This design comes from an exercise in tuning for small area on the open sky130 flow, not from production work. The RTL was checked by simulation tests, not by an equivalence proof against the original design. Power and IR drop assume default switching activity.

## flow/design.v (module list and top-level ports; edited modules follow where they fit)
// module axis_fir_15: 3162 lines
// module fa_cell: 4 lines
// module hold1: 3 lines
module axis_fir_15 #
    (
        parameter integer C_S00_AXIS_TDATA_WIDTH    = 64,
        parameter integer C_M00_AXIS_TDATA_WIDTH    = 64
    )
    (
        input wire  s00_axis_aclk, s00_axis_aresetn,
        input wire  s00_axis_tlast, s00_axis_tvalid,
        input wire [C_S00_AXIS_TDATA_WIDTH-1 : 0] s00_axis_tdata,
        input wire [(C_S00_AXIS_TDATA_WIDTH/8)-1: 0] s00_axis_tstrb,
        output logic  s00_axis_tready,
        input wire  m00_axis_aclk, m00_axis_aresetn,
        input wire  m00_axis_tready,
        output logic  m00_axis_tvalid, m00_axis_tlast,
        output logic [C_M00_AXIS_TDATA_WIDTH-1 : 0] m00_axis_tdata,
        output logic [(C_M00_AXIS_TDATA_WIDTH/8)-1: 0] m00_axis_tstrb
    );
  // ...
==> flow/flow/run.sh <==
#!/bin/bash
set -euo pipefail
export BUFFER_PORTS_ARGS="-buffer_cell sky130_fd_sc_hd__buf_1"
export CTS_ARGS="-sink_clustering_enable -repair_clock_nets -buf_list sky130_fd_sc_hd__clkbuf_8 -sink_clustering_size 20 -sink_clustering_max_diameter 60 -dont_use_dummy_load"
bash standard.sh > standard.log 2>&1
==> flow/standard.sh <==
#!/bin/bash
# synth_recipe.tcl (not shown) runs the flow's synth.tcl, then flattens the netlist and writes it again
# the make line also repeats each setting of config.mk as NAME=value (left out here)
make -C /OpenROAD-flow-scripts/flow DESIGN_CONFIG=/design/flow/config.mk WORK_HOME=/design/flow/orfs CLKGATE_MAP_FILE= SYNTH_SCRIPT=/design/flow/synth_recipe.tcl "${@:-finish}"
==> flow/config.mk <==
export PLATFORM = sky130hd
export DESIGN_NAME = axis_fir_15
export DESIGN_NICKNAME = axis_fir_15
export VERILOG_FILES = /design/flow/design.v
export SDC_FILE = /design/flow/constraint.sdc
export NUM_CORES = 8
export LEC_CHECK = 0
export CAP_MARGIN = 20
export CORE_MARGIN = 2
export CORE_UTILIZATION = 75
export CTS_BUF_LIST = sky130_fd_sc_hd__clkbuf_8
export CTS_CLUSTER_DIAMETER = 60
export CTS_CLUSTER_SIZE = 16
export SLEW_MARGIN = 20
export SYNTH_HIERARCHICAL = 1
==> flow/constraint.sdc <==
create_clock -name core_clock -period 12.0 [get_ports {s00_axis_aclk}]
set_input_delay 2.4000 -clock core_clock [delete_from_list [all_inputs] [get_ports {s00_axis_aclk}]]
set_output_delay 2.4000 -clock core_clock [all_outputs]
set_load 0.01 [all_outputs]
==> summary.md, run 1 <==
| Metric | Value |
|---|---|
| Status | no timing/DRC/antenna violations |
| Total congestion overflow | 0 |
| Starting Density | 0.757 |
| Commonest cells in the netlist | dfxtp_1, a22o_1, fa_1 |
| CTS tree | built |
| Root buffer cell | clkbuf_8 |
| Routed Wire Length | 264000 µm |
| CP max FO | 6 |
| Met2 wire len | 124000 µm |
| # nets final | 9511 |
| Most used flip-flop cell after synthesis | dfxtp_1 |
| Commonest non-fill, non-tap cells in the layout | dfxtp_1, a22o_1, fa_1 |
| Hpwl dp | 164000 µm |
| R2R Path Start | xs[0][3]$_DFF_P_ |
| R2r endpoint | acc[39]$_DFF_P_ |
| Worst EP arrival | 8.66 ns |
| Flop+latch power | 11.2 mW |
| Row cnt | 144 |
| Worst endpoint required time | 12.81 ns |
| Non-clk invs | 188 |
| Max Root-Sink Buffers | 3 |
| Final min period | 7.85 ns |
| Pint | 13.5 mW |
| Met1 Usage GRT | 0.485 |
| Number of synthesized flops with an enable pin | 0 |
| Multi-input gate share of total cell area | 0.402 |
| Worst path bufs/invs | 2 |
| Biggest register | xs |
| Iteration-0 DRC Markers | 7146 |
| Async set-reset flop share out of synthesis | 0 |
| GR peak layer | met2 |
| Residual DRC | 0 |
| Worst hold endpoint | xs[4][6]$_DFF_P_ |
| Comb pwr share | 0.145 |
| Total of max-cap violations | 0 |
| Startpoint class of the critical path | flip-flop |
| Sequential cell area share | 0.540 |
| Drt pass-1 iters | 8 |
| Critical Path Start | xs[0][3]$_DFF_P_ |
| Max reg flops | 3264 |
| Final ANT Viol Nets | 0 |
| Tot GR Track Use | 0.333 |
| Area taken by multi-input logic gates | 0.0496 mm² |
| Non-clk bufs | 196 |
==> run 2, diff against run 1 <==
==> flow/flow/run.sh (replaced) <==
#!/bin/bash
set -euo pipefail
export BUFFER_PORTS_ARGS="-buffer_cell sky130_fd_sc_hd__buf_1"
export CTS_ARGS="-sink_clustering_enable -repair_clock_nets -buf_list sky130_fd_sc_hd__clkbuf_8 -sink_clustering_size 16 -sink_clustering_max_diameter 60 -dont_use_dummy_load"
bash standard.sh > standard.log 2>&1
--- a/flow/config.mk
+++ b/flow/config.mk
@@ -9,3 +9,3 @@
 export CORE_MARGIN = 2
-export CORE_UTILIZATION = 75
+export CORE_UTILIZATION = 60
 export CTS_BUF_LIST = sky130_fd_sc_hd__clkbuf_8
==> run 2 against run 1 <==
Compared with the run above:
- maximum frequency is 2.5% lower
- global-route usage fell by 6.4 points
- largest cell class unchanged
- highest routed layer unchanged
- cell count is 5.0% higher
- synthesized area unchanged
==> summary.md, run 2 <==
| Metric | Value |
|---|---|
| Status | no timing/DRC/antenna violations (unchanged) |
| Final Max Tran Viols | 0 (unchanged) |
| Layout Utilization | 0.645 (was 0.798) |
| VDD IR-drop max | 229 µV (was 253 µV) |
| Seq cells post-synth | 3322 (unchanged) |
| Worst path bufs/invs | 2 (unchanged) |
| CTS tree | built (unchanged) |
| Number of gates resized after cts | 0 (unchanged) |
| Core area | 0.193 mm² (was 0.154 mm²) |
| Dpl cells | 10814 (was 10332) |
| Vias in the first global route | 69760 (was 71073) |
| Most frequent cell after synthesis | dfxtp_1 (unchanged) |
| Final min period | 8.05 ns (was 7.85 ns) |
| Drt pass-1 iters | 5 (was 8) |
| Slew @ Worst Pin | 1.12 ns (was 1.32 ns) |
| Starting Density | 0.605 (was 0.757) |
| Share of cells above drive strength 1 | 0.0426 (was 0.0381) |
| Largest net degree at the start of global routing | 243 (was 250) |
| Post-Syn Nets | 9163 (unchanged) |
| Final worst-path cycle share | 0.671 (was 0.654) |
| Max Clock Freq | 124 MHz (was 127 MHz) |
| Area added between synthesis and finish | 6.51% (was 5.50%) |
| Tot Pwr | 18.8 mW (was 18.4 mW) |
| Commonest cells in the netlist | dfxtp_1, a22o_1, fa_1 (unchanged) |
| Hpwl dp | 165000 µm (was 164000 µm) |
| Number of H-tree levels | 4 (unchanged) |
| Sink Count | 3322 (unchanged) |
| Port bufs | 119 (unchanged) |
| Final Setup Violations | 0 (unchanged) |
| Fin cells | 11057 (was 10532) |
| Tot GR Track Use | 0.269 (was 0.333) |
| Pwr Density | 151 mW/mm² (was 150 mW/mm²) |
| Worst endpoint required time | 12.89 ns (was 12.81 ns) |
| Number of synthesized flops with an enable pin | 0 (unchanged) |
| Register area share after synthesis | 0.569 (unchanged) |
| Worst EP arrival | 8.94 ns (was 8.66 ns) |
| GP Congestion | 0.831 (was 0.894) |
| Unrepaired setup endpoints after global routing | false (unchanged) |
| Commonest non-fill, non-tap cells in the layout | dfxtp_1, a22o_1, fa_1 (unchanged) |
| Placed Area | 0.121 mm² (about the same) |
| CP most frequent cell | fa_1 (unchanged) |
| Critical path's top delay family | adder cells (unchanged) |
| Crit path cell chain | fa_1, fa_1, fa_1, inv_1, fa_1, fa_1, fa_1, fa_1, fa_1, ha_1, o21ai_1, inv_1, o21ai_1, nor2_1, a21oi_1, o21a_1, o211ai_1, a221o_1, xor2_1, a22o_1 (unchanged) |
| CP max-delay cell | fa_1 (unchanged) |
| Die width | 445 µm (was 399 µm) |
| Largest regs | xs x3264, acc x41, m00_axis_tstrb x8 (unchanged) |
| DR vias/cell | 6.37 (was 6.81) |
| Iteration-0 DRC Markers | 5862 (was 7146) |
| Crit. End Element | flip-flop (unchanged) |
| Leading area contributor after synthesis | dfxtp_1 (unchanged) |
| Residual DRC | 0 (unchanged) |
| Startpoint class of the critical path | flip-flop (unchanged) |
| Hold Buf Count CTS | 0 (unchanged) |
| DR vias | 70392 (was 71728) |
| Initial antenna violation count | 6 (was 4) |
| Final Hold Viols | 0 (unchanged) |
| Max Root-Sink Buffers | 3 (unchanged) |
| Chip height | 445 µm (was 399 µm) |
| CP Class | flip-flop to flip-flop (unchanged) |
| Final instance area | 0.124 mm² (was 0.123 mm²) |
| R2R Path Start | xs[0][3]$_DFF_P_ (unchanged) |
| CP max FO | 6 (unchanged) |
| Commonest non-fill, non-tap cell in the layout | dfxtp_1 (unchanged) |
| Ranking of synthesized cells by area | dfxtp_1, a22o_1, fa_1 (unchanged) |
| Postcts setup bufs | 0 (unchanged) |
| Total congestion overflow | 0 (unchanged) |
| Row cnt | 161 (was 144) |
| HP Start | xs[41][3]$_DFF_P_ (was xs[3][6]$_DFF_P_) |
| Hold Path Class | flip-flop to flip-flop (unchanged) |
| Routed Wire Length | 268000 µm (was 264000 µm) |
| Top cell type's share of synthesized area | 0.569 (unchanged) |
| Final Skew | 0.0807 ns (was 0.0856 ns) |
| Ports | 154 (unchanged) |
| First-pass GRT wire length | 421000 µm (was 417000 µm) |
| Relative slew slack | 0.253 (was 0.121) |
| Most used flip-flop cell after synthesis | dfxtp_1 (unchanged) |
| Synth Warn # | 10 (unchanged) |
| # nets final | 9551 (was 9511) |
| Netlist cell types | 57 (unchanged) |
| Max reg flops | 3264 (unchanged) |
| Root buffer cell | clkbuf_8 (unchanged) |
| Async set-reset flop share out of synthesis | 0 (unchanged) |
| Cell area after synthesis | 0.117 mm² (unchanged) |
| Die area | 0.198 mm² (was 0.159 mm²) |
| Max incr delay on CP | 0.58 ns (was 0.57 ns) |
| Clk latency of the worst-skew pair | 1.04 ns (was 0.96 ns) |
| Total of max-cap violations | 0 (unchanged) |
| Biggest register | xs (unchanged) |
| TritonCTS Buffers | 232 (was 194) |
| P_leak | 50.1 nW (was 49.8 nW) |
| Synth Area per Inst | 14.4 µm² (unchanged) |
| Final ANT Viol Nets | 0 (unchanged) |
| Setup TNS | 0 ns (unchanged) |
| Post-Syn Instances | 8136 (unchanged) |
| Critical Path Start | xs[0][3]$_DFF_P_ (unchanged) |
| WL/cell | 24.3 µm (was 25.1 µm) |
| Clk slew on worst S/H paths | 0.11 ns (about the same) |
==> run 2: worst paths after layout <==
path,endpoint,slack [ns],cells past startpoint
worst max-delay path,acc[39]$_DFF_P_,3.95,20
worst min-delay path,xs[42][3]$_DFF_P_,0.43,1
worst min register to register,xs[42][3]$_DFF_P_,0.43,1
worst max register to register,acc[39]$_DFF_P_,3.95,20
==> run 2: final cells by class <==
type | instances | area, µm²
Antenna cell | 9 | 22.5
Clock buffer | 232 | 3190
Fill cell | 14595 | 68600
Inverter | 188 | 721
Multi-Input combinational cell | 4582 | 49600
Sequential cell | 3322 | 66500
Tap cell | 2526 | 3160
Timing Repair Buffer | 198 | 1270
==> run 2: report_power, final <==
part	leakage, nW	internal [mW]	switching (mW)	total, mW
sequential	26.8	11.1	0.0863	11.2
combinational	21.7	0.968	1.69	2.66
clock	1.67	1.72	3.30	5.02
total	50.1	13.8	5.08	18.8
==> run 2: per-stage QoR <==
step	hold WS (ns)	setup WS (ns)
3_3_place_gp	0.454	4.01
6_report	0.430	3.95
2_1_floorplan	0.443	-75.64
4_1_cts	0.412	3.91
3_5_place_dp	0.455	3.96
5_1_grt	0.437	3.74
==> run 2: cell families after synthesis <==
group,synth area share
compound gates,0.257
xor+xnor,0.00315
fa+ha+maj,0.157
buf+inv,0.00844
flops,0.569
simple gates,0.00546
==> run 2: Yosys stat by module, one instance, submodules excluded <==
module | times used | cells | cell area, µm²
axis_fir_15 | 1 | 3964 | 70600
fa_cell | 858 | 1 | 20.0
hold1 | 3314 | 1 | 8.76
==> run 2: per-layer routing <==
metal | GRT usage | wire, µm
met5 | 0 | 0
met4 | 0.0758 | 7490
met3 | 0.0351 | 11900
met2 | 0.420 | 124000
met1 | 0.396 | 125000

-- port drivers added, routing unchanged --
The results above use ideal ports. As a check the final layouts listed here were re-extracted and re-timed, cells and wires unchanged.
Step 1 sets driving cells, clkbuf_16 on the clock port and buf_2 on the other inputs (assumed; they add their load-dependent delay and slew).
Step 2 also shifts input and output timing later by t, the mid clock arrival at the registers, as if the neighbouring blocks saw the same clock.
Slacks: no drivers / after step 1 / after step 2; pairs: no drivers / after step 1.
run | t (ns) | setup WS [ns] | worst register clock-pin slew, ns | cell pins on the clock port's net
run 1 | 1.000 | 4.148 / 4.148 / 4.148 | 0.12 / 0.12 | 1
run 2 | 1.086 | 3.949 / 3.949 / 3.949 | 0.11 / 0.11 | 1
After both steps setup and hold are still met in every run listed.
